What follows belongs to an exercise in optimizing a design on an open flow for small area; a production flow would make more cautious choices.
Function was checked by simulation only, so behaviour that the tests miss may differ from the original.

==> flow/design.v (excerpt) <==
module matrix_mult(
    input clock,
    input reset,  
    input enable,
    input  [127:0] A,
    input  [127:0] B,
    output reg [127:0] C,
    output reg done
    );
Size in the first run: ~1900 cells after synthesis, ~390 I/O pins, about 25000 um^2 of cells after synthesis.
Settings: LEC_CHECK=0, CAP_MARGIN=20, CORE_MARGIN=2, CORE_UTILIZATION=45, CTS_BUF_LIST=sky130_fd_sc_hd__clkbuf_4 sky130_fd_sc_hd__clkbuf_8, PLACE_DENSITY=0.55, SLEW_MARGIN=20; clock period 10.0 ns.
standard.sh (not shown) runs the stock make flow with config.mk's settings and CLKGATE_MAP_FILE= SYNTH_SCRIPT=/design/flow/synth_recipe.tcl, a recipe that flattens the netlist after the stock synthesis.
==> flow/flow/run.sh <==
#!/bin/bash
# Layout flow: the standard synthesis, then the same circuit as a gate
# netlist written by gen2.py (which keeps the standard synthesis's registers,
# names and cell types), then the standard layout with the port buffers
# made of buf_1 cells.
set -euo pipefail
LOW=8
R=orfs/results/${FLOW_PLATFORM}/matrix_mult/base

bash standard.sh synth > synth_standard.log 2>&1

# 2. the gate netlist of the same circuit
python3 flow/gen2.py --low $LOW --rtl > gen_rtl.v 2> gen_rtl.log
if ! cmp -s gen_rtl.v design.v; then
    echo "warning: design.v differs from gen2.py --rtl" >> gen_rtl.log
fi
cp $R/1_2_yosys.v synth_standard_netlist.v
python3 flow/gen2.py --low $LOW --netlist synth_standard_netlist.v > netlist.v 2> gen_netlist.log
cp netlist.v $R/1_2_yosys.v
rm -f $R/1_synth.odb $R/1_synth.sdc
bash standard.sh synth > synth_netlist.log 2>&1

# 3. the standard layout
bash standard.sh "BUFFER_PORTS_ARGS=-buffer_cell sky130_fd_sc_hd__buf_1" finish > layout.log 2>&1
Other scripts of this flow, unchanged in this note and not shown: flow/flow/gen2.py
Change:
- CORE_UTILIZATION: 45 -> 60
- CTS_BUF_LIST: sky130_fd_sc_hd__clkbuf_4 sky130_fd_sc_hd__clkbuf_8 -> default
- PLACE_DENSITY: 0.55 -> 0.68
Utilization goes up by 17 points.
Via count goes up by a few percent.
Final cell count falls by a few percent.
Setup slack gains 0.040 ns.
Routed wire length falls by a few percent.
Change:
- CAP_MARGIN: 20 -> 10
- CORE_UTILIZATION: 60 -> 45
- CTS_BUF_LIST: default -> sky130_fd_sc_hd__clkbuf_4 sky130_fd_sc_hd__clkbuf_8
- PLACE_DENSITY: 0.68 -> 0.55
- SLEW_MARGIN: 20 -> 10
What happened:
- The changed run went through all stages and came out clean
- setup slack gets worse by 0.040 ns
- synthesized area stays the same
- design area goes up by 0.63%
- global-route usage falls by 9.8 points
- utilization fell by 17 points
- non-clock buffer count is higher by 28
- via count came out lower by about 2%
- synthesized cell count is unchanged
- hold slack improves by 0.0080 ns
- routed wire length grows by 3.8%

* * *

## the reference run
matrix_mult, a different RTL version from the one above (not shown whole).
For scale: roughly 1900 cells after synthesis, about 390 I/O pins, about 25000 um^2 of cells after synthesis.
Settings: LEC_CHECK=0, CAP_MARGIN=20, CORE_MARGIN=2, CORE_UTILIZATION=45, PLACE_DENSITY=0.55, SLEW_MARGIN=20; clock period 10.0 ns.
Scripts as last shown in full above: flow/flow/run.sh
Other scripts of this flow, unchanged in this note and not shown: flow/flow/gen2.py
The reference run: no failed stages, no open violations at the end
Modified inputs, the trial run compared to the reference run
# the reference run
export LEC_CHECK = 0
export CAP_MARGIN = 20
export CORE_MARGIN = 2
export CORE_UTILIZATION = 45
export PLACE_DENSITY = 0.55
export SLEW_MARGIN = 20
create_clock -name core_clock -period 10.0 [get_ports {clock}]
# the trial run
export LEC_CHECK = 0
export CAP_MARGIN = 20
export CELL_PAD_IN_SITES_DETAIL_PLACEMENT = 1
export CELL_PAD_IN_SITES_GLOBAL_PLACEMENT = 1
export CORE_MARGIN = 2
export CORE_UTILIZATION = 45
export PLACE_DENSITY = 0.55
export SLEW_MARGIN = 20
create_clock -name core_clock -period 10.0 [get_ports {clock}]
Findings:
The reference run → the trial run: routing usage on met3 moved down. The trial run — global-route total usage across every layer 1.0 points higher, the reference run as reference. In the trial run, the fraction of the cycle the final worst path needs came out 0.38 points above the value in the reference run. Changes observed in the trial run relative to the reference run: sequential share of layout area has remained practically unchanged; hold buffer count at CTS flat. The trial run against the reference run: register-to-register slack fell by 40 ps, final wirelength moved up, routed wire length on met2 rose 5.4 mm, final cell count increased about 0.9%.

==> separate check: timing with driven ports <==
How much do the figures lean on ideal ports? The routed layouts below were timed once more, with nothing changed but the port constraints.
Step 1 (the two cells are an assumption about what drives the block):
set clk [get_ports {clock}]
set_driving_cell -lib_cell sky130_fd_sc_hd__clkbuf_16 $clk
set_driving_cell -lib_cell sky130_fd_sc_hd__buf_2 [delete_from_list [all_inputs] $clk]
Step 2 adds t to the input delays and takes it off the output delays; t is the mean of the earliest and latest rising clock arrival at the registers after step 1. Input paths then give back, and output paths get back, about the clock's delay inside the block.
a / b / c = ideal / step 1 / step 2; a / b = the first two.
run	shift t [ns]	setup WS [ns]	hold WS [ns]	slew at the worst register clock pin (ns)
the first run of note 1	0.585	0.295 / 0.295 / 0.295	0.546 / 0.545 / 0.545	0.11 / 0.11
the second run of note 1	0.537	0.335 / 0.335 / 0.207	0.537 / 0.537 / 0.537	0.10 / 0.10
the third run of note 1	0.585	0.295 / 0.295 / 0.295	0.546 / 0.545 / 0.545	0.11 / 0.11
the reference run	0.519	0.315 / 0.315 / 0.098	0.546 / 0.546 / 0.546	0.08 / 0.08
the trial run	0.518	0.277 / 0.277 / 0.196	0.548 / 0.548 / 0.548	0.09 / 0.09
After both steps setup and hold are still met in every run listed. The setup slack of the reference run, which loses most, moves by 0.000 ns with the drivers and by -0.217 ns with both steps.
